What follows belongs to an exercise in optimizing a design on an open flow for small area; a production flow would make more cautious choices. Only simulation tests tie the RTL to the original design; equivalence was not proved. The flow treats the clock pin as an ideal source. Dropping or thinning the clock tree relies on that and would not hold on a real chip. Power figures rest on the tool's default switching activity, not on a simulated workload.

== raven ==
// ATM_top
module ATM_top(
    input        clk,         
    input        rst,         
    input  [1:0] mode,
    input  [11:0] keypad,
    input        load,
    output       auth,
    output [2:0] nstate,
    output [6:0] seg,
    output [3:0] an,
    output       dp
);
Size: about 0.0036 mm² of cells after synthesis.
==> flow/config.mk <==
export PLATFORM = sky130hd
export DESIGN_NAME = ATM_top
export DESIGN_NICKNAME = ATM_top
export VERILOG_FILES = /design/flow/design.v
export SDC_FILE = /design/flow/constraint.sdc
export NUM_CORES = 4
export LEC_CHECK = 0
export ABC_AREA = 1
export CAP_MARGIN = 20
export CORE_MARGIN = 2
export CORE_UTILIZATION = 40
export GPL_TIMING_DRIVEN = 0
export PLACE_DENSITY = 0.6
export SLEW_MARGIN = 20
==> flow/constraint.sdc <==
create_clock -name core_clock -period 10.0 [get_ports {clk}]
set_input_delay 2.0000 -clock core_clock [delete_from_list [all_inputs] [get_ports {clk}]]
set_output_delay 2.0000 -clock core_clock [all_outputs]
set_load 0.01 [all_outputs]
standard.sh (not shown) runs the stock make flow with config.mk's settings and CLKGATE_MAP_FILE= SYNTH_SCRIPT=/design/flow/synth_recipe.tcl, a recipe that flattens the netlist after the stock synthesis.
==> flow/flow/run.sh <==
#!/bin/bash
# Own layout flow: the standard synthesis, then the combinational logic
# between the (unchanged) flip-flops is re-mapped for area with a stronger ABC
# script, then the standard layout with small port buffers and a lighter
# clock tree. Each tool's output goes to a log file in the work folder.
set -euo pipefail
WORK=$(pwd)
FLOWDIR=$WORK/flow
YOSYS=${YOSYS_EXE:-/OpenROAD-flow-scripts/tools/install/yosys/bin/yosys}
R=$WORK/orfs/results/$FLOW_PLATFORM/ATM_top/base

# 1. standard synthesis, unchanged
bash standard.sh synth > $WORK/1_synth_standard.log 2>&1

# 2. re-map the combinational logic (flip-flops kept as they are): ABC's
#    deepsyn with several random seeds and two mappings, in rounds, each round
#    starting from the smallest netlist so far; keep the smallest
LIBF=$FLOW_HOME/platforms/$FLOW_PLATFORM/lib/sky130_fd_sc_hd__tt_025C_1v80.lib
RM=$WORK/remap
mkdir -p $RM
cp $R/1_2_yosys.v $WORK/1_2_yosys_standard.v
remap_one() {  # round seed map
  local tag=r$1_s$2_m$3 amap="amap"
  [[ $3 == 2 ]] && amap="amap -x"
  echo "strash; &get -n; &deepsyn -T 10 -S $2; &put; dch -f; $amap; topo" > $RM/$tag.abc
  LIB=$LIBF TOP=$FLOW_TOP IN=$RM/in_r$1.v OUT=$RM/$tag.v ABCSCR=$RM/$tag.abc \
  DONT_USE="*lpflow* *probe*" timeout 600 $YOSYS -c $FLOWDIR/remap.tcl > $RM/$tag.log 2>&1 || true
}
export -f remap_one
export RM LIBF FLOW_TOP YOSYS FLOWDIR
best=$WORK/1_2_yosys_standard.v
for round in 1 2; do
  cp $best $RM/in_r$round.v
  for seed in $(seq 1 ${REMAP_SEEDS:-12}); do for m in 1 2; do echo "$round $seed $m"; done; done \
    | xargs -P ${NUM_CORES:-4} -L 1 bash -c 'remap_one $0 $1 $2'
  for f in $RM/r${round}_*.v.stat; do
    a=$(awk '/Chip area for module/ {print $NF}' $f)
    echo "$(basename $f .stat) $a" >> $WORK/1_remap_choice.log
  done
  # smallest candidate that is proven equivalent to the standard netlist
  for b in $(for f in $RM/r${round}_*.v.stat; do echo "$(awk '/Chip area for module/ {print $NF}' $f) ${f%.stat}"; done | sort -g | cut -d' ' -f2); do
    if LIB=$LIBF TOP=$FLOW_TOP GOLD=$WORK/1_2_yosys_standard.v GATE=$b \
         timeout 900 $YOSYS -c $FLOWDIR/eq.tcl > $b.eq.log 2>&1; then
      best=$b
      break
    fi
    echo "$b not proven equivalent" >> $WORK/1_remap_choice.log
  done
  echo "round $round best $best" >> $WORK/1_remap_choice.log
done
cp $best $WORK/1_2_yosys_remap.v
cp $best $R/1_2_yosys.v
rm -f $R/1_synth.odb $R/1_synth.sdc

# 3. standard floorplan and placement, with small port buffers
export BUFFER_PORTS_ARGS="-buffer_cell sky130_fd_sc_hd__buf_1"
bash standard.sh place > $WORK/2_place_standard.log 2>&1

# 4. clock distribution (flow/clock.tcl) in place of TritonCTS
RESULTS_DIR=$R LIB=$FLOW_HOME/platforms/$FLOW_PLATFORM/lib/sky130_fd_sc_hd__tt_025C_1v80.lib \
PLATFORM_DIR=$FLOW_HOME/platforms/$FLOW_PLATFORM CLOCK_PORT=clk \
CLKBUF_LIST="sky130_fd_sc_hd__clkbuf_2 sky130_fd_sc_hd__clkbuf_4 sky130_fd_sc_hd__clkbuf_8 sky130_fd_sc_hd__clkbuf_16" SLEW_TARGET=0.118 NGROUP=4 \
  ${OPENROAD_EXE:-$FLOW_HOME/../tools/install/OpenROAD/bin/openroad} -no_init -exit $FLOWDIR/clock.tcl > $WORK/3_clock_openroad.log 2>&1

# 5. standard routing and finishing
bash standard.sh finish > $WORK/4_route_standard.log 2>&1
==> flow/flow/clock.tcl <==
# Clock distribution in place of TritonCTS: the flip-flops are split into
# NGROUP groups by position (halves by y, then by x), and the clock port
# drives one clock buffer per group, placed at the group's centre, which
# drives that group's clock pins. All groups get the same buffer: the
# smallest of CLKBUF_LIST whose clock-pin slew, estimated from placement,
# stays under SLEW_TARGET. No register's clock is made early or late on
# purpose. Then detailed placement and hold repair, as ORFS's cts step does.
set R $::env(RESULTS_DIR)
read_liberty $::env(LIB)
read_db $R/3_place.odb
read_sdc $R/3_place.sdc
source $::env(PLATFORM_DIR)/setRC.tcl
set block [ord::get_db_block]
set clk [$block findNet $::env(CLOCK_PORT)]
set master [[ord::get_db] findMaster [lindex $::env(CLKBUF_LIST) end]]
set sinks {}
foreach it [$clk getITerms] {
  set loc [[$it getInst] getLocation]
  lappend sinks [list $it [lindex $loc 0] [lindex $loc 1]]
}
proc split2 {l idx} {
  set l [lsort -integer -index $idx $l]
  set h [expr {[llength $l] / 2}]
  return [list [lrange $l 0 [expr {$h - 1}]] [lrange $l $h end]]
}
set groups [list $sinks]
set ng $::env(NGROUP)
set axis 1
while {[llength $groups] < $ng} {
  set new {}
  foreach g $groups { foreach h [split2 $g $axis] { lappend new $h } }
  set groups $new
  set axis [expr {3 - $axis}]
}
set k 0
foreach g $groups {
  set inst [odb::dbInst_create $block $master clkbuf_$k]
  set net [odb::dbNet_create $block clknet_$k]
  $net setSigType CLOCK
  set xs 0; set ys 0
  foreach s $g {
    set it [lindex $s 0]
    $it disconnect
    $it connect $net
    set xs [expr {$xs + [lindex $s 1]}]; set ys [expr {$ys + [lindex $s 2]}]
  }
  set n [llength $g]
  [$inst findITerm A] connect $clk
  [$inst findITerm X] connect $net
  $inst setLocation [expr {$xs / $n}] [expr {$ys / $n}]
  $inst setPlacementStatus PLACED
  puts "clock buffer clkbuf_$k drives $n sinks"
  incr k
}
set_propagated_clock [all_clocks]
detailed_placement

# smallest clock buffer (all groups alike) whose clock pins' slew, estimated
# from placement, stays under SLEW_TARGET (ns)
proc worst_clk_slew {} {
  estimate_parasitics -placement
  set worst 0.0
  foreach pin [get_pins -hierarchical */CLK] {
    foreach e {rise fall} { foreach a {min max} {
      set s [get_property $pin slew_${a}_$e]
      if {$s > $worst} { set worst $s }
    }}
  }
  return $worst
}
set chosen ""
foreach b $::env(CLKBUF_LIST) {
  set m [[ord::get_db] findMaster $b]
  for {set i 0} {$i < $k} {incr i} { [$block findInst clkbuf_$i] swapMaster $m }
  set w [worst_clk_slew]
  puts "clock buffer $b: worst clock pin slew $w"
  set chosen $b
  if {$w <= $::env(SLEW_TARGET)} { break }
}
puts "clock buffer chosen: $chosen"
detailed_placement
estimate_parasitics -placement
repair_timing -hold -setup_margin 0 -hold_margin 0
detailed_placement
check_placement
write_db $R/4_1_cts.odb
write_db $R/4_cts.odb
write_sdc $R/4_cts.sdc
Other scripts of this flow, unchanged in this note and not shown: flow/flow/eq.tcl, flow/flow/remap.tcl
Relative to raven, the following input files were edited for quartz:
diff --git a/flow/flow/run.sh b/flow/flow/run.sh
--- a/flow/flow/run.sh
+++ b/flow/flow/run.sh
@@ -60,5 +60,5 @@
 RESULTS_DIR=$R LIB=$FLOW_HOME/platforms/$FLOW_PLATFORM/lib/sky130_fd_sc_hd__tt_025C_1v80.lib \
 PLATFORM_DIR=$FLOW_HOME/platforms/$FLOW_PLATFORM CLOCK_PORT=clk \
-CLKBUF_LIST="sky130_fd_sc_hd__clkbuf_2 sky130_fd_sc_hd__clkbuf_4 sky130_fd_sc_hd__clkbuf_8 sky130_fd_sc_hd__clkbuf_16" SLEW_TARGET=0.118 NGROUP=4 \
+CLKBUF_LIST="sky130_fd_sc_hd__clkbuf_2 sky130_fd_sc_hd__clkbuf_4 sky130_fd_sc_hd__clkbuf_8 sky130_fd_sc_hd__clkbuf_16" SLEW_TARGET=0.115 NGROUP=4 \
   ${OPENROAD_EXE:-$FLOW_HOME/../tools/install/OpenROAD/bin/openroad} -no_init -exit $FLOWDIR/clock.tcl > $WORK/3_clock_openroad.log 2>&1
 
==> notes.md <==
Changes observed in quartz relative to raven: internal power component moved up; endpoint required time on the critical path dropped 20 ps.
Share of the core filled with cells in the final layout ends up lower on raven.
Initial antenna violation count of quartz is on par with raven.
[quartz] number of vias after detailed routing rose 30 relative to raven
quartz vs raven: per-cell via count in the routed design up slightly
In quartz, the combinational share of power came out 1.2 points below the value in raven.
As far as wire length is concerned, quartz and raven perform about the same.
Cell area after layout (higher): quartz
Comparing quartz against raven, there is no change at all in flip-flop and latch count.
In every run of this note, the design's own scripts or RTL, not TritonCTS, make the clock network.

## separate check: timing with driven ports
In the flow no input, the clock included, has a driving cell. The finished layouts below were timed again as built, in two steps. Step 1 sets driving cells, clkbuf_16 on the clock port and buf_2 on the other inputs (assumed; they add their load-dependent delay and slew). Step 2, shift: input delay + t, output delay - t, t = (earliest + latest rising clock arrival at the registers) / 2. This alone moves slack from input paths to output paths. a / b / c = ideal / step 1 / step 2; a / b = the first two.
run | t, ns | setup WS [ns] | slew at the worst register clock pin (ns) | pins driven straight from the clock port
raven | 0.223 | 3.366 / 3.407 / 3.184 | 0.12 / 0.12 | 4
quartz | 0.216 | 3.307 / 3.363 / 3.147 | 0.08 / 0.08 | 4
After both steps setup and hold are still met in every run listed. The setup slack of raven, which loses most, moves by +0.041 ns with the drivers and by -0.182 ns with both steps.
